What follows belongs to an exercise in optimizing a design on an open flow for a short achievable clock period and few clock cycles; a production flow would make more cautious choices.
RTL that was checked went through simulation tests only; none was proved equivalent to the original.
The RTL of run 1 was laid out without a check of its function.
Power and IR drop assume default switching activity.

===== flow/run.sh =====
#!/bin/bash
# synth_recipe.tcl (not shown) runs the flow's synth.tcl, then flattens the netlist and writes it again
# the make line also repeats each setting of config.mk as NAME=value (left out here)
make -C /OpenROAD-flow-scripts/flow DESIGN_CONFIG=/design/flow/config.mk WORK_HOME=/design/flow/orfs CLKGATE_MAP_FILE= SYNTH_SCRIPT=/design/flow/synth_recipe.tcl finish

===== flow/config.mk =====
export PLATFORM = sky130hd
export DESIGN_NAME = SingleCycleMIPS
export DESIGN_NICKNAME = SingleCycleMIPS
export VERILOG_FILES = /design/flow/design.v
export SDC_FILE = /design/flow/constraint.sdc
export NUM_CORES = 8
export LEC_CHECK = 0
export ABC_CLOCK_PERIOD_IN_PS = 2500
export CAP_MARGIN = 40
export CORE_MARGIN = 2
export CORE_UTILIZATION = 35
export SETUP_SLACK_MARGIN = 5
export SLEW_MARGIN = 40

===== flow/constraint.sdc =====
create_clock -name core_clock -period 9.0 [get_ports {clk}]
set_input_delay 1.8000 -clock core_clock [delete_from_list [all_inputs] [get_ports {clk}]]
set_output_delay 1.8000 -clock core_clock [all_outputs]
set_load 0.01 [all_outputs]

===== flow/design.v =====
module Register(
    clk,
    rst_n,
    read_reg_1,
    read_reg_2,
    write_reg,
    write_data,
    read_data_1,
    read_data_2
);
input         clk;
input         rst_n;
input  [4:0]  read_reg_1;
input  [4:0]  read_reg_2;
input  [4:0]  write_reg;      
input  [31:0] write_data;
output [31:0] read_data_1;
output [31:0] read_data_2;
reg  [31:0] rf [1:31];
wire [31:0] rv [0:31];
assign rv[0] = 32'd0;
genvar g;
generate
    for (g = 1; g < 32; g = g + 1) begin : regs
        assign rv[g] = rf[g];
        always @(posedge clk) begin
            if (~rst_n)
                rf[g] <= 32'd0;
            else if (write_reg == g)
                rf[g] <= write_data;
        end
    end
endgenerate
assign read_data_1 = rv[read_reg_1];
assign read_data_2 = rv[read_reg_2];
endmodule
module Control(
    instr,
    op_add,
    op_sub,
    op_and,
    op_or,
    op_slt,
    op_sll,
    op_srl,
    op_imm,
    op_link,
    is_lw,
    is_sw,
    is_beq,
    is_bne,
    is_j,
    is_jal,
    is_jr,
    use_rs,
    use_rt,
    dst
);
input  [31:0] instr;
output op_add, op_sub, op_and, op_or, op_slt, op_sll, op_srl, op_imm, op_link;
output is_lw, is_sw, is_beq, is_bne, is_j, is_jal, is_jr;
output use_rs;       
output use_rt;       
output [4:0] dst;    
wire [5:0] opcode = instr[31:26];
wire [5:0] funct  = instr[5:0];
wire       rtype  = (opcode == 6'h00);
wire r_add = rtype & (funct == 6'h20);
wire r_sub = rtype & (funct == 6'h22);
wire r_and = rtype & (funct == 6'h24);
wire r_or  = rtype & (funct == 6'h25);
wire r_slt = rtype & (funct == 6'h2a);
wire r_sll = rtype & (funct == 6'h00);
wire r_srl = rtype & (funct == 6'h02);
wire r_jr  = rtype & (funct == 6'h08);
wire i_addi = (opcode == 6'h08);
assign is_lw   = (opcode == 6'h23);
assign is_sw   = (opcode == 6'h2b);
assign is_beq  = (opcode == 6'h04);
assign is_bne  = (opcode == 6'h05);
assign is_j    = (opcode == 6'h02);
assign is_jal  = (opcode == 6'h03);
assign is_jr   = r_jr;
assign op_add  = r_add | i_addi;
assign op_sub  = r_sub;
assign op_and  = r_and;
assign op_or   = r_or;
assign op_slt  = r_slt;
assign op_sll  = r_sll;
assign op_srl  = r_srl;
assign op_imm  = i_addi;
assign op_link = is_jal;
wire r_wr = r_add | r_sub | r_and | r_or | r_slt | r_sll | r_srl;
assign dst = is_jal ? 5'd31 :
             r_wr   ? instr[15:11] :
             (i_addi | is_lw) ? instr[20:16] : 5'd0;
assign use_rs = ~(is_j | is_jal);
assign use_rt = rtype | is_beq | is_bne;
endmodule
module ALU(
    in0,
    in1,
    imm,
    shamt,
    op_add,
    op_sub,
    op_and,
    op_or,
    op_slt,
    op_sll,
    op_srl,
    op_imm,
    op_link,
    link,
    result
);
input  [31:0] in0;
input  [31:0] in1;
input  [31:0] imm;
input  [4:0]  shamt;
input         op_add, op_sub, op_and, op_or, op_slt, op_sll, op_srl, op_imm, op_link;
input  [31:0] link;
output [31:0] result;
wire [31:0] addb = op_imm ? imm : in1;
wire [31:0] sum  = in0 + addb;
wire [31:0] diff = in0 - in1;
wire        lt   = (in0[31] ^ in1[31]) ? in0[31] : diff[31];
assign result = ({32{op_add}}  & sum)
              | ({32{op_sub}}  & diff)
              | ({32{op_and}}  & (in0 & in1))
              | ({32{op_or}}   & (in0 | in1))
              | ({32{op_slt}}  & {31'd0, lt})
              | ({32{op_sll}}  & (in1 << shamt))
              | ({32{op_srl}}  & (in1 >> shamt))
              | ({32{op_link}} & link);
endmodule
module SingleCycleMIPS( 
    clk,
    rst_n,
    IR_addr,
    IR,
    ReadDataMem,
    CEN,
    WEN,
    A,
    Data2Mem,
    OEN
);
input         clk, rst_n;
input  [31:0] IR;
output [31:0] IR_addr;
input  [31:0] ReadDataMem;  
output        CEN;  
output        WEN;  
output [6:0]  A;  
output [31:0] Data2Mem;  
output        OEN;  
reg  [31:0] pc;           
reg  [31:0] ras;          
reg         e_valid;
reg  [31:0] e_a, e_b;     
reg  [31:0] e_imm;
reg  [4:0]  e_shamt;
reg  [31:0] e_pc4;
reg  [31:0] e_alt;        
reg         e_pt;         
reg  [4:0]  e_dst;        
reg         e_fa, e_fb;   
reg         e_fsd;        
reg         e_add, e_sub, e_and, e_or, e_slt, e_sll, e_srl, e_imm_op, e_link;
reg         e_lw, e_sw, e_beq, e_bne, e_jr;
reg  [31:0] m_res;
reg  [4:0]  m_dst;        
reg         m_lw;
reg         CEN_r, WEN_r, OEN_r;
reg  [6:0]  A_r;
reg  [31:0] D_r;
assign IR_addr  = pc;
assign CEN      = CEN_r;
assign WEN      = WEN_r;
assign OEN      = OEN_r;
assign A        = A_r;
assign Data2Mem = D_r;
wire [4:0] f_rs = IR[25:21];
wire [4:0] f_rt = IR[20:16];
wire [31:0] f_imm = { {16{IR[15]}}, IR[15:0] };
wire f_add, f_sub, f_and, f_or, f_slt, f_sll, f_srl, f_imm_op, f_link;
wire f_lw, f_sw, f_beq, f_bne, f_j, f_jal, f_jr, f_use_rs, f_use_rt;
wire [4:0] f_dst;
Control ctrl(
    .instr(IR),
    .op_add(f_add), .op_sub(f_sub), .op_and(f_and), .op_or(f_or),
    .op_slt(f_slt), .op_sll(f_sll), .op_srl(f_srl), .op_imm(f_imm_op),
    .op_link(f_link),
    .is_lw(f_lw), .is_sw(f_sw), .is_beq(f_beq), .is_bne(f_bne),
    .is_j(f_j), .is_jal(f_jal), .is_jr(f_jr),
    .use_rs(f_use_rs), .use_rt(f_use_rt),
    .dst(f_dst)
);
wire [31:0] f_pc4     = pc + 32'd4;
wire [31:0] f_btarget = f_pc4 + { f_imm[29:0], 2'b00 };
wire [31:0] f_jtarget = { f_pc4[31:28], IR[25:0], 2'b00 };
wire        f_br      = f_beq | f_bne;
wire        f_pt      = f_br & IR[15];          
wire stall = e_lw & (e_dst != 5'd0) &
             ((f_use_rs & (f_rs == e_dst)) | (f_use_rt & (f_rt == e_dst)));
wire [31:0] m_wdata = m_lw ? ReadDataMem : m_res;
wire [31:0] rf_a, rf_b;
wire [31:0] f_a = ((f_rs == m_dst) & (m_dst != 5'd0)) ? m_wdata : rf_a;
wire [31:0] f_b = ((f_rt == m_dst) & (m_dst != 5'd0)) ? m_wdata : rf_b;
Register mips_reg(
    .clk(clk),
    .rst_n(rst_n),
    .read_reg_1(f_rs),
    .read_reg_2(f_rt),
    .write_reg(m_dst),
    .write_data(m_wdata),
    .read_data_1(rf_a),
    .read_data_2(rf_b)
);
wire [31:0] opa = e_fa ? m_res : e_a;
wire [31:0] opb = e_fb ? m_res : e_b;
wire [31:0] e_res;
ALU alu(
    .in0(opa),
    .in1(opb),
    .imm(e_imm),
    .shamt(e_shamt),
    .op_add(e_add), .op_sub(e_sub), .op_and(e_and), .op_or(e_or),
    .op_slt(e_slt), .op_sll(e_sll), .op_srl(e_srl), .op_imm(e_imm_op),
    .op_link(e_link),
    .link(e_pc4),
    .result(e_res)
);
wire        e_eq     = (opa == opb);
wire        e_taken  = (e_beq & e_eq) | (e_bne & ~e_eq);
wire        redirect = e_valid & ( ((e_beq | e_bne) & (e_taken ^ e_pt)) |
                                   (e_jr & (opa != e_alt)) );
wire [31:0] redir_pc = e_jr ? opa : e_alt;
wire [8:0]  e_addr   = opa[8:0] + e_imm[8:0];
wire [31:0] e_sdata  = e_fsd ? ReadDataMem : opb;
wire [31:0] f_next = (f_j | f_jal) ? f_jtarget :
                     f_pt          ? f_btarget :
                     f_jr          ? ras       : f_pc4;
wire        f_go   = ~redirect & ~stall;    
always @(posedge clk) begin
    if (~rst_n) begin
        pc      <= 32'd0;
        e_valid <= 1'b0;
        e_dst   <= 5'd0;
        e_lw    <= 1'b0;
        m_dst   <= 5'd0;
        m_lw    <= 1'b0;
        CEN_r   <= 1'b1;
        WEN_r   <= 1'b1;
        OEN_r   <= 1'b1;
    end else begin
        if (redirect)     pc <= redir_pc;
        else if (~stall)  pc <= f_next;
        e_valid <= f_go;
        e_dst   <= f_go ? f_dst : 5'd0;
        e_lw    <= f_go & f_lw;
        m_dst   <= e_valid ? e_dst : 5'd0;
        m_lw    <= e_valid & e_lw;
        CEN_r   <= ~(e_valid & (e_lw | e_sw));
        WEN_r   <= ~(e_valid & e_sw);
        OEN_r   <= ~(e_valid & e_lw);
    end
end
always @(posedge clk) begin
    if (f_go & f_jal) ras <= f_pc4;
    e_a      <= f_a;
    e_b      <= f_b;
    e_imm    <= f_imm;
    e_shamt  <= IR[10:6];
    e_pc4    <= f_pc4;
    e_alt    <= f_jr ? ras : (f_pt ? f_pc4 : f_btarget);
    e_pt     <= f_pt;
    e_fa     <= (f_rs == e_dst) & (e_dst != 5'd0);
    e_fb     <= (f_rt == e_dst) & (e_dst != 5'd0);
    e_fsd    <= (f_rt == e_dst) & (e_dst != 5'd0) & e_lw;
    e_add    <= f_add;
    e_sub    <= f_sub;
    e_and    <= f_and;
    e_or     <= f_or;
    e_slt    <= f_slt;
    e_sll    <= f_sll;
    e_srl    <= f_srl;
    e_imm_op <= f_imm_op;
    e_link   <= f_link;
    e_sw     <= f_sw;
    e_beq    <= f_beq;
    e_bne    <= f_bne;
    e_jr     <= f_jr;
    m_res    <= e_res;
    if (e_valid & (e_lw | e_sw)) A_r <= e_addr[8:2];
    if (e_valid & e_sw)          D_r <= e_sdata;
end
endmodule

==> summary.txt, run 1 <==
run status timing/DRC/antenna clean; start point of the critical path m_res[7]; Sequential cell area 26900 um2; via total after detailed routing 71800; area overhead of the layout relative to synthesis 21.0%; dominant combinational cell family by area after synthesis compound AO/OA/AOI/OAI gates; setup skew after layout 0.0579 ns; post-cts hold buffer count 0; DRC violation total after the first TritonRoute iteration 13600; Max-Cap Viols 0; Ys Warns 3; number of failing setup endpoints in the final timing report 0; number of filler instances in the final layout 18600; share of the synthesized area in compound gates (AO/OA/AOI/OAI) 30.7%; total congestion overflow 0; total global routing track utilization 36.2%; Synth Flop Type sky130_fd_sc_hd__dfxtp_1; Bufs on Longest Clock Path 3; startpoint of the most critical hold path ras[1]; worst slew pin tran 1.09 ns; latest clock arrival within the worst-skew pair 0.85 ns; post-route worst setup slack 4.82 ns; Setup crit start kind register; critical path class reg -> reg; Total Die Area 196000 um2; remaining antenna violation count 0; count of TritonRoute iterations in the first routing pass 15; final number of hold-violating endpoints 0; # nets final 7864; EDFF count, synth 71; multiplexer share of the synthesized area 5.48%; largest fanout on the critical path 6; Crit path required time 9.66 ns; mean post-synth cell area 8.76 um2; number of buffers created by CTS 145; largest net degree at the start of global routing 188; multi-input combinational cell area 40100 um2; flops & latches, synth 1304; wire length of the first global-routing pass 513000 um; number of max-slew violations in the final report 0; Cell Area, Synth 67400 um2; core area 192000 um2; launch point of the worst reg-to-reg path m_res[7]; H-tree depth 4; Adder-Cell Fraction of Synth Area 3.15%; top library cells by usage in the layout, fill and taps aside sky130_fd_sc_hd__dfxtp_1 (1208), sky130_fd_sc_hd__nor2_1 (1131), sky130_fd_sc_hd__a211oi_1 (948); endpoint class of the critical path register; worst setup timing slack at the placement stage 3.33 ns; number of standard-cell rows in the floorplan 161; number of antenna violations at the first check in global routing 13; num ports 140; Root Buffer Master sky130_fd_sc_hd__clkbuf_16; Die Y 443 um; DRC violations left 0; Post-DP HPWL 232000 um; XOR/XNOR share of the synthesized area 2.11%; post-DR wirelength/cell 36.3 um; Tcrit/Tclk final 46.4%; TritonCTS clock tree done; power per standard cell area 159 nW/um2; IO Port Bufs 139; leakage power of the design 28.1 nW; share of synthesized flip-flops with an asynchronous set or reset 0%; basic-gate share of the synthesized area counting and, or, nand and nor cells 13.5%; unrepaired setup endpoints after global routing true; number of instances in the synthesized netlist 7697; worst IR drop on VDD 179 uV; Yosys cell types 88; CP arrival 4.84 ns; post-synth net total 7930; register clock-pin slew on the reported worst setup and hold paths 0.07 ns; vias in the first global route 65500; number of vias per cell 6.98; sequential share of the synthesized area 39.8%; layout cells sized above 1 15.9%; total power after layout 0.0129 W; Post-Route Utilization 42.5%; clock sink total 1304; fmax 239 MHz; type of the worst min-delay path reg -> reg; total negative slack for setup checks 0 ns; routability congestion estimate 1.05; min cycle time layout 4.18 ns; aggregate routed wire length 373000 um; commonest non-fill, non-tap cell in the layout sky130_fd_sc_hd__dfxtp_1; Initial Utilization 35.1%; worst rel slew slack 27.2%; Horiz. Die Dim 443 um
==> power breakdown <==
group | switching [W] | internal, W | total, W
registers | 0.0000763 | 0.00586 | 0.00594
logic | 0.000556 | 0.000235 | 0.000791
clock network | 0.00277 | 0.00343 | 0.00620
total | 0.00340 | 0.00953 | 0.0129
==> worst max-delay path: stages (launching register included) <==
cell and delay, ns:
sky130_fd_sc_hd__dfxtp_1 0.52, sky130_fd_sc_hd__mux2_2 0.41, sky130_fd_sc_hd__inv_1 0.10, sky130_fd_sc_hd__ha_1 0.35, sky130_fd_sc_hd__nor2_2 0.22, sky130_fd_sc_hd__nand3_2 0.20, sky130_fd_sc_hd__nor3_4 0.27, sky130_fd_sc_hd__o21ai_1 0.08
sky130_fd_sc_hd__nand2b_1 0.14, sky130_fd_sc_hd__a211o_1 0.24, sky130_fd_sc_hd__a31oi_4 0.14, sky130_fd_sc_hd__nand2b_4 0.18, sky130_fd_sc_hd__a31oi_4 0.21, sky130_fd_sc_hd__fa_1 0.44, sky130_fd_sc_hd__nand2_1 0.06, sky130_fd_sc_hd__o21ai_0 0.08
sky130_fd_sc_hd__a211oi_1 0.18, sky130_fd_sc_hd__o221ai_1 0.15
==> layer usage <==
metal	vias to the layer above	share of wire, %	global-route usage [%]
li1	29200	-	-
met1	34000	36	44.0
met2	6343	41	52.4
met3	2192	14	13.2
met4	26	9.5	26.0
met5	-	0.10	0.855
==> cell usage after synthesis (all sizes together), types with 25 or more instances <==
master	number	area share [%]
a221oi	277	3.6
nor4	44	0.44
nand3	169	1.3
buf	77	0.57
nand4	112	1.0
o211ai	34	0.38
a31oi	33	0.33
edfxtp	71	3.2
a21oi	177	1.3
xor2	49	0.64
o211a	80	1.2
nand2b	25	0.23
a211oi	963	11
mux2i	179	2.8
nand2	333	1.9
dfxtp	1233	37
mux2	86	1.4
a22o	258	3.4
a22oi	403	4.5
nor2	1234	6.9
nor3	91	0.68
inv	137	0.76
xnor2	113	1.5
mux4	37	1.2
o22ai	79	0.73
clkbuf	694	3.9
ha	163	3.0
a222oi	64	0.95
o21ai	200	1.5
==> flip-flops by register name, indices dropped and copies added (netlist names), 4 cells and up <==
register     cells
A_r              7
D_r             32
e_a             32
e_alt           32
e_b             32
e_dst            5
e_imm           12
e_pc4           32
e_shamt          4
m_dst            5
m_res           32
mips_reg.rf    992
pc              32
ras             32
==> final cells by class <==
type	instances	share of cell area, %
Tap cell	2526	3.88
Timing Repair Buffer	556	7.32
Inverter	138	0.660
Multi-Input combinational cell	5486	49.2
Sequential cell	1304	32.9
Antenna cell	15	0.0460
Clock inverter	66	0.999
Clock buffer	194	4.97
==> logic make-up after synthesis <==
kind of cell	after synthesis
AOI/OAI and AO/OA	2734
buffers and inverters	909
and+or+nand+nor	2119
adders and majority gates	167
xor gates and xnor gates	162
muxes	302
DFF	1304
==> final timing paths <==
kind               end  slack (ns)  cells past startpoint
max          m_res[31]        4.82                     17
min           e_alt[1]        0.46                      2
max reg2reg  m_res[31]        4.82                     17
min reg2reg   e_alt[1]        0.46                      2
==> what timing repair did <==
item	in CTS	in global routing
endpoints found under the hold margin	0	0
gates resized for setup	245	204
pin swaps	46	38
buffers inserted	80	56
endpoints found under the setup margin	175	123
gates cloned	4	6
==> metrics by stage <==
stage	instance area [um2]	std cells	hold slack [ns]
detailed placement	73100	9855	0.460
global route	81500	10300	0.485
finish	81600	10300	0.459
floorplan	67700	7697	0.373
CTS	79800	10200	0.456
global placement	71700	9779	0.453
==> run 2, diff against run 1 <==
--- a/flow/design.v
+++ b/flow/design.v
@@ -100,7 +100,6 @@
 module ALU(
     in0,
     in1,
-    imm,
     shamt,
     op_add,
     op_sub,
@@ -109,24 +108,21 @@
     op_slt,
     op_sll,
     op_srl,
-    op_imm,
     op_link,
     link,
     result
 );
 input  [31:0] in0;
-input  [31:0] in1;
-input  [31:0] imm;
+input  [31:0] in1;        
 input  [4:0]  shamt;
-input         op_add, op_sub, op_and, op_or, op_slt, op_sll, op_srl, op_imm, op_link;
+input         op_add, op_sub, op_and, op_or, op_slt, op_sll, op_srl, op_link;
 input  [31:0] link;
 output [31:0] result;
-wire [31:0] addb = op_imm ? imm : in1;
-wire [31:0] sum  = in0 + addb;
-wire [31:0] diff = in0 - in1;
-wire        lt   = (in0[31] ^ in1[31]) ? in0[31] : diff[31];
-assign result = ({32{op_add}}  & sum)
-              | ({32{op_sub}}  & diff)
+wire        inv = op_sub | op_slt;
+wire [31:0] sum;
+KSAdd #(.W(32)) adder(.a(in0), .b(in1 ^ {32{inv}}), .cin(inv), .s(sum));
+wire lt = (in0[31] ^ in1[31]) ? in0[31] : sum[31];
+assign result = ({32{op_add | op_sub}} & sum)
               | ({32{op_and}}  & (in0 & in1))
               | ({32{op_or}}   & (in0 | in1))
               | ({32{op_slt}}  & {31'd0, lt})
@@ -134,6 +130,53 @@
               | ({32{op_srl}}  & (in1 >> shamt))
               | ({32{op_link}} & link);
 endmodule
+module KSAdd #(parameter W = 32) (
+    input  [W-1:0] a,
+    input  [W-1:0] b,
+    input          cin,
+    output [W-1:0] s
+);
+wire [W-1:0] p0 = a ^ b;
+wire [W-1:0] g  = { a[W-1:1] & b[W-1:1], (a[0] & b[0]) | (p0[0] & cin) };
+wire [W-1:0] p  = { p0[W-1:1], 1'b0 };
+wire [W-1:0] gl [0:5];
+wire [W-1:0] pl [0:5];
+assign gl[0] = g;
+assign pl[0] = p;
+genvar l, i;
+generate
+    for (l = 0; l < 5; l = l + 1) begin : lv
+        for (i = 0; i < W; i = i + 1) begin : bt
+            if (i >= (1 << l)) begin : comb
+                assign gl[l+1][i] = gl[l][i] | (pl[l][i] & gl[l][i - (1 << l)]);
+                assign pl[l+1][i] = pl[l][i] & pl[l][i - (1 << l)];
+            end else begin : pass
+                assign gl[l+1][i] = gl[l][i];
+                assign pl[l+1][i] = pl[l][i];
+            end
+        end
+    end
+endgenerate
+assign s = p0 ^ { gl[5][W-2:0], cin };
+endmodule
+module IncDec #(parameter W = 20) (
+    input  [W-1:0] a,
+    output [W-1:0] inc,
+    output [W-1:0] dec
+);
+genvar i;
+generate
+    for (i = 0; i < W; i = i + 1) begin : bt
+        if (i == 0) begin : b0
+            assign inc[i] = ~a[i];
+            assign dec[i] = ~a[i];
+        end else begin : bn
+            assign inc[i] = a[i] ^ (&a[i-1:0]);
+            assign dec[i] = a[i] ^ ~(|a[i-1:0]);
+        end
+    end
+endgenerate
+endmodule
 module SingleCycleMIPS( 
     clk,
     rst_n,
@@ -164,10 +207,10 @@
 reg  [31:0] e_pc4;
 reg  [31:0] e_alt;        
 reg         e_pt;         
+reg  [5:0]  e_bidx;       
 reg  [4:0]  e_dst;        
-reg         e_fa, e_fb;   
 reg         e_fsd;        
-reg         e_add, e_sub, e_and, e_or, e_slt, e_sll, e_srl, e_imm_op, e_link;
+reg         e_add, e_sub, e_and, e_or, e_slt, e_sll, e_srl, e_link;
 reg         e_lw, e_sw, e_beq, e_bne, e_jr;
 reg  [31:0] m_res;
 reg  [4:0]  m_dst;        
@@ -198,10 +241,22 @@
     .dst(f_dst)
 );
 wire [31:0] f_pc4     = pc + 32'd4;
-wire [31:0] f_btarget = f_pc4 + { f_imm[29:0], 2'b00 };
+wire [31:0] f_btarget;
+wire [10:0] bt_lo;
+wire        bt_c  = bt_lo[10];
+wire        bt_s  = IR[15];
+wire [19:0] pc_hi_p1, pc_hi_m1;
+IncDec #(.W(20)) pchi(.a(pc[31:12]), .inc(pc_hi_p1), .dec(pc_hi_m1));
+KSAdd #(.W(11)) btadd(.a({1'b0, pc[11:2]}), .b({1'b0, IR[9:0]}), .cin(1'b1), .s(bt_lo));
+wire [19:0] bt_hi_c1 = bt_s ? pc[31:12] : pc_hi_p1;
+wire [19:0] bt_hi_c0 = bt_s ? pc_hi_m1  : pc[31:12];
+assign f_btarget[11:0]  = { bt_lo[9:0], pc[1:0] };
+assign f_btarget[31:12] = bt_c ? bt_hi_c1 : bt_hi_c0;
 wire [31:0] f_jtarget = { f_pc4[31:28], IR[25:0], 2'b00 };
 wire        f_br      = f_beq | f_bne;
-wire        f_pt      = f_br & IR[15];          
+reg  [1:0]  bht [0:63];
+wire        f_agree   = ~bht[pc[7:2]][1];
+wire        f_pt      = f_br & (IR[15] ^ ~f_agree);
 wire stall = e_lw & (e_dst != 5'd0) &
              ((f_use_rs & (f_rs == e_dst)) | (f_use_rt & (f_rt == e_dst)));
 wire [31:0] m_wdata = m_lw ? ReadDataMem : m_res;
@@ -218,16 +273,15 @@
     .read_data_1(rf_a),
     .read_data_2(rf_b)
 );
-wire [31:0] opa = e_fa ? m_res : e_a;
-wire [31:0] opb = e_fb ? m_res : e_b;
+wire [31:0] opa = e_a;
+wire [31:0] opb = e_b;
 wire [31:0] e_res;
 ALU alu(
     .in0(opa),
     .in1(opb),
-    .imm(e_imm),
     .shamt(e_shamt),
     .op_add(e_add), .op_sub(e_sub), .op_and(e_and), .op_or(e_or),
-    .op_slt(e_slt), .op_sll(e_sll), .op_srl(e_srl), .op_imm(e_imm_op),
+    .op_slt(e_slt), .op_sll(e_sll), .op_srl(e_srl),
     .op_link(e_link),
     .link(e_pc4),
     .result(e_res)
@@ -239,10 +293,36 @@
 wire [31:0] redir_pc = e_jr ? opa : e_alt;
 wire [8:0]  e_addr   = opa[8:0] + e_imm[8:0];
 wire [31:0] e_sdata  = e_fsd ? ReadDataMem : opb;
-wire [31:0] f_next = (f_j | f_jal) ? f_jtarget :
-                     f_pt          ? f_btarget :
-                     f_jr          ? ras       : f_pc4;
+reg         u_upd, u_agrees;
+reg  [5:0]  u_bidx;
+always @(posedge clk) begin
+    u_agrees <= e_taken ^ ~e_imm[31];
+    u_bidx   <= e_bidx;
+    u_upd    <= rst_n & e_valid & (e_beq | e_bne);
+end
+genvar bi;
+generate
+    for (bi = 0; bi < 64; bi = bi + 1) begin : bhtu
+        always @(posedge clk) begin
+            if (~rst_n)
+                bht[bi] <= 2'b01;
+            else if (u_upd & (u_bidx == bi)) begin
+                if (u_agrees & (bht[bi] != 2'b00))  bht[bi] <= bht[bi] - 2'b01;
+                if (~u_agrees & (bht[bi] != 2'b11)) bht[bi] <= bht[bi] + 2'b01;
+            end
+        end
+    end
+endgenerate
+wire [31:0] f_other = stall         ? pc        :
+                      (f_j | f_jal) ? f_jtarget :
+                      f_jr          ? ras       : f_pc4;
+wire        f_tbr   = f_pt & ~stall;
+wire [31:0] f_next  = redirect ? redir_pc :
+                      f_tbr    ? { (bt_c ? bt_hi_c1 : bt_hi_c0), bt_lo[9:0], pc[1:0] } :
+                      f_other;
 wire        f_go   = ~redirect & ~stall;    
+wire        fwd_a  = (f_rs == e_dst) & (e_dst != 5'd0);
+wire        fwd_b  = (f_rt == e_dst) & (e_dst != 5'd0);
 always @(posedge clk) begin
     if (~rst_n) begin
         pc      <= 32'd0;
@@ -255,8 +335,7 @@
         WEN_r   <= 1'b1;
         OEN_r   <= 1'b1;
     end else begin
-        if (redirect)     pc <= redir_pc;
-        else if (~stall)  pc <= f_next;
+        pc <= f_next;
         e_valid <= f_go;
         e_dst   <= f_go ? f_dst : 5'd0;
         e_lw    <= f_go & f_lw;
@@ -269,16 +348,15 @@
 end
 always @(posedge clk) begin
     if (f_go & f_jal) ras <= f_pc4;
-    e_a      <= f_a;
-    e_b      <= f_b;
+    e_a      <= fwd_a ? e_res : f_a;
+    e_b      <= f_imm_op ? f_imm : (fwd_b ? e_res : f_b);
     e_imm    <= f_imm;
     e_shamt  <= IR[10:6];
     e_pc4    <= f_pc4;
     e_alt    <= f_jr ? ras : (f_pt ? f_pc4 : f_btarget);
     e_pt     <= f_pt;
-    e_fa     <= (f_rs == e_dst) & (e_dst != 5'd0);
-    e_fb     <= (f_rt == e_dst) & (e_dst != 5'd0);
-    e_fsd    <= (f_rt == e_dst) & (e_dst != 5'd0) & e_lw;
+    e_bidx   <= pc[7:2];
+    e_fsd    <= fwd_b & e_lw;
     e_add    <= f_add;
     e_sub    <= f_sub;
     e_and    <= f_and;
@@ -286,7 +364,6 @@
     e_slt    <= f_slt;
     e_sll    <= f_sll;
     e_srl    <= f_srl;
-    e_imm_op <= f_imm_op;
     e_link   <= f_link;
     e_sw     <= f_sw;
     e_beq    <= f_beq;
==> summary.txt, run 2 <==
cells traversed along the worst timing path clkdlybuf4s15_2 -> nand3b_1 -> nor2_4 -> buf_6 -> a22oi_1 -> nand3_1 -> nor4_1 -> o221ai_1 -> o211ai_1 -> nand2_1 (was mux2_2 -> inv_1 -> ha_1 -> nor2_2 -> nand3_2 -> nor3_4 -> o21ai_1 -> nand2b_1 -> a211o_1 -> a31oi_4 -> nand2b_4 -> a31oi_4 -> fa_1 -> nand2_1 -> o21ai_0 -> a211oi_1 -> o221ai_1); vias in the first global route 72000 (was 65500); register containing the most flip-flops in the final layout mips_reg.rf (unchanged); EDFF count, synth 71 (unchanged); worst IR drop on VDD 157 uV (was 179 uV); commonest non-fill, non-tap cell in the layout sky130_fd_sc_hd__nor2_1 (was sky130_fd_sc_hd__dfxtp_1); number of standard-cell rows in the floorplan 168 (was 161); Root Buffer Master sky130_fd_sc_hd__clkbuf_16 (unchanged); IO Port Bufs 139 (unchanged); register clock-pin slew on the reported worst setup and hold paths 0.07 ns (about the same); cell accounting for the most synthesized area sky130_fd_sc_hd__dfxtp_1 (unchanged); DRC violations left 0 (unchanged); core area 209000 um2 (was 192000 um2); endpoint class of the critical path register (unchanged); worst slew pin tran 1.01 ns (was 1.09 ns); run status timing/DRC/antenna clean (unchanged); top cell type's share of synthesized area 37.3% (was 36.6%); Post-DP HPWL 253000 um (was 232000 um); cell family with the largest share of critical-path delay simple AND/OR/NAND/NOR gates (was compound AO/OA/AOI/OAI gates); Cell Area, Synth 73400 um2 (was 67400 um2); Commonest cells post-synth sky130_fd_sc_hd__nor2_1 (1407), sky130_fd_sc_hd__dfxtp_1 (1368), sky130_fd_sc_hd__a211oi_1 (1020), sky130_fd_sc_hd__clkbuf_1 (768), sky130_fd_sc_hd__a22oi_1 (689) (was sky130_fd_sc_hd__dfxtp_1 (1233), sky130_fd_sc_hd__nor2_1 (1233), sky130_fd_sc_hd__a211oi_1 (960), sky130_fd_sc_hd__clkbuf_1 (693), sky130_fd_sc_hd__a22oi_1 (403)); # nets final 8843 (was 7864); total negative slack for setup checks 0 ns (unchanged); DRC violation total after the first TritonRoute iteration 14200 (was 13600); CP arrival 4.94 ns (was 4.84 ns); H-tree depth 4 (unchanged); Yosys cell types 93 (was 88); count of TritonRoute iterations in the first routing pass 15 (unchanged); mean post-synth cell area 8.35 um2 (was 8.76 um2); num ports 140 (unchanged); biggest registers after layout mips_reg.rf: 992 flops, bht: 128 flops; largest fanout on the critical path 25 (was 6); Bufs on Longest Clock Path 3 (unchanged); power per standard cell area 166 nW/um2 (was 159 nW/um2); routability congestion estimate 1.02 (was 1.05); Critical path buffers and inverters 2 (was 1); number of vias per cell 6.81 (was 6.98); TritonCTS clock tree done (unchanged); flops & latches, synth 1439 (was 1304); number of max-slew violations in the final report 0 (unchanged); Crit path required time 9.78 ns (was 9.66 ns); Die Y 462 um (was 443 um); layout cells sized above 1 12.3% (was 15.9%); post-cts hold buffer count 0 (unchanged); number of filler instances in the final layout 20700 (was 18600); Synth Flop Type sky130_fd_sc_hd__dfxtp_1 (unchanged); Max-Cap Viols 0 (unchanged); fmax 241 MHz (was 239 MHz); share of synthesized flip-flops with an asynchronous set or reset 0% (unchanged); total congestion overflow 0 (unchanged); max incr delay on CP 0.60 ns (was 0.52 ns); wire length of the first global-routing pass 553000 um (was 513000 um); final number of hold-violating endpoints 0 (unchanged); setup skew after layout 0.0590 ns (was 0.0579 ns); number of failing setup endpoints in the final timing report 0 (unchanged); type of the worst min-delay path reg -> reg (unchanged); max FFs per register 992 (unchanged); number of instances in the synthesized netlist 8798 (was 7697); number of antenna violations at the first check in global routing 25 (was 13); Tcrit/Tclk final 46.2% (was 46.4%); largest net degree at the start of global routing 178 (was 188); fin cells 11600 (was 10300); Setup crit start kind input port (was register); Ys Warns 6 (was 3); library cell with the highest instance count after synthesis sky130_fd_sc_hd__nor2_1; clock sink total 1439 (was 1304); number of placed instances with taps included 11200 (was 9855); min cycle time layout 4.16 ns (was 4.18 ns); sequential share of the synthesized area 40.2% (was 39.8%); top library cells by usage in the layout, fill and taps aside sky130_fd_sc_hd__nor2_1 (1341), sky130_fd_sc_hd__dfxtp_1 (1336), sky130_fd_sc_hd__a211oi_1 (1013) (was sky130_fd_sc_hd__dfxtp_1 (1208), sky130_fd_sc_hd__nor2_1 (1131), sky130_fd_sc_hd__a211oi_1 (948)); post-synth net total 8998 (was 7930); number of buffers created by CTS 159 (was 145); unrepaired setup endpoints after global routing true (unchanged); aggregate routed wire length 402000 um (was 373000 um); latest clock arrival within the worst-skew pair 0.86 ns (was 0.85 ns); crit path max-delay cell type sky130_fd_sc_hd__buf_6 (was sky130_fd_sc_hd__dfxtp_1); via total after detailed routing 78900 (was 71800); remaining antenna violation count 0 (unchanged); critical path class in -> reg (was reg -> reg); Initial Utilization 35.1% (about the same); area overhead of the layout relative to synthesis 18.0% (was 21.0%); post-DR wirelength/cell 34.7 um (was 36.3 um); Total Die Area 213000 um2 (was 196000 um2); total global routing track utilization 35.9% (was 36.2%); worst rel slew slack 32.8% (was 27.2%); leakage power of the design 29.3 nW (was 28.1 nW); Horiz. Die Dim 462 um (was 443 um); top cells by area in the synthesized netlist sky130_fd_sc_hd__dfxtp_1 (37%), sky130_fd_sc_hd__a211oi_1 (10%), sky130_fd_sc_hd__nor2_1 (7.2%) (was sky130_fd_sc_hd__dfxtp_1 (37%), sky130_fd_sc_hd__a211oi_1 (11%), sky130_fd_sc_hd__nor2_1 (6.9%))
-- run 2: cell count changes after synthesis, moves of 70 or more --
cell / previous run / this run
sky130_fd_sc_hd__dfxtp_1: 1233 / 1368
sky130_fd_sc_hd__a221oi_1: 273 / 43
sky130_fd_sc_hd__a22oi_1: 403 / 689
sky130_fd_sc_hd__nand2_1: 332 / 627
sky130_fd_sc_hd__nor3_1: 90 / 167
sky130_fd_sc_hd__o211a_1: 80 / 4
sky130_fd_sc_hd__mux2_2: 86 / 16
sky130_fd_sc_hd__o21ai_0: 188 / 380
sky130_fd_sc_hd__clkbuf_1: 693 / 768
sky130_fd_sc_hd__a22o_1: 258 / 131
sky130_fd_sc_hd__a221o_1: 16 / 124
sky130_fd_sc_hd__nor2_1: 1233 / 1407
-- run 2: final timing paths --
check | from | to | slack (ns) | cells after the start
min | e_bidx[1] | u_bidx[1] | 0.33 | 0
max reg2reg | e_shamt[1] | e_b[16] | 5.04 | 11
min reg2reg | e_bidx[1] | u_bidx[1] | 0.33 | 0
max | IR[20] | e_b[9] | 4.84 | 10
-- run 2: metrics by stage --
| step | hold slack (ns) | area, um2 | util, % | worst slack, ns | total power (W) |
|---|---|---|---|---|---|
| global route | 0.329 | 86600 | 41.4 | 4.97 | 0.0147 |
| CTS | 0.325 | 85200 | 40.8 | 4.82 | 0.0143 |
| global placement | 0.310 | 78000 | 37.3 | 3.07 | 0.00765 |
| floorplan | 0.310 | 73500 | - | 4.99 | 0.00726 |
| detailed placement | 0.312 | 79000 | 37.8 | 3.10 | 0.00767 |
| finish | 0.326 | 86600 | 41.4 | 4.84 | 0.0144 |
-- run 2: power breakdown --
group	internal, W	switching (W)	total, W
combinational	0.000331	0.000722	0.00105
sequential	0.00650	0.000118	0.00662
clock	0.00376	0.00293	0.00668
total	0.0106	0.00377	0.0144
-- run 2: worst reg2reg max path, delay by kind of cell, from the launching register on --
family	cells	cell delay, ns
flip-flops	1	0.56
multiplexers	2	0.76
AO/OA/AOI/OAI	7	1.87
buffers and inverters	2	0.66
-- run 2: cell families after synthesis --
family	after synthesis	share of synthesized area, %
buf+inv	1042	5.47
mux	188	3.60
xor+xnor	156	1.88
simple gates	2822	16.7
flops	1439	40.2
compound gates	3017	29.8
fa+ha+maj	134	2.30
-- run 2: cell type report --
class                           instances  area (um2)  area share, %
Antenna cell                           22        55.1         0.0636
Clock buffer                          223        4550           5.25
Clock inverter                         60         689          0.796
Inverter                              148         586          0.676
Multi-Input combinational cell       6320       41800           48.2
Sequential cell                      1439       29600           34.1
Tap cell                             2805        3510           4.05
Timing Repair Buffer                  575        5860           6.77
-- run 2: per-layer routing --
layer	vias to the layer above	GRT usage [%]	wire, um
li1	32600	-	-
met1	37400	45.1	148000
met2	6811	50.5	159000
met3	2062	14.5	60400
met4	26	23.1	34100
met5	-	0.701	252
-- run 2: what timing repair did --
action,4_1_cts,5_1_grt
gates resized for setup,174,127
cloned,2,7
setup endpoints to repair,184,107
setup buffers,48,71
pin swaps,33,40
Testbench counts of run 2, summed over its fixed seeds: cycles 45,876.

==> separate check: timing with driven ports <==
In the flow no input, the clock included, has a driving cell. The finished layouts below were timed again as built, in two steps.
Step 1 assumes that a clkbuf_16 drives the clock port and a buf_2 every other input.
Step 2 times the ports against the registers' clock, not the clock port: input delays grow and output delays shrink by t, the midpoint of the rising clock arrivals with the driver on.
Three values: ideal ports, drivers, drivers and shift; two values: the first two.
run	shift t [ns]	setup WS [ns]	latest minus earliest clock arrival (ns)
run 1	0.906	4.820 / 4.820 / 4.089	0.062 / 0.063
run 2	0.935	4.844 / 4.735 / 3.800	0.086 / 0.086
After both steps every run listed still meets setup and hold. For run 2, which loses most, drivers alone change the setup slack by -0.109 ns; drivers and shift together by -1.044 ns.
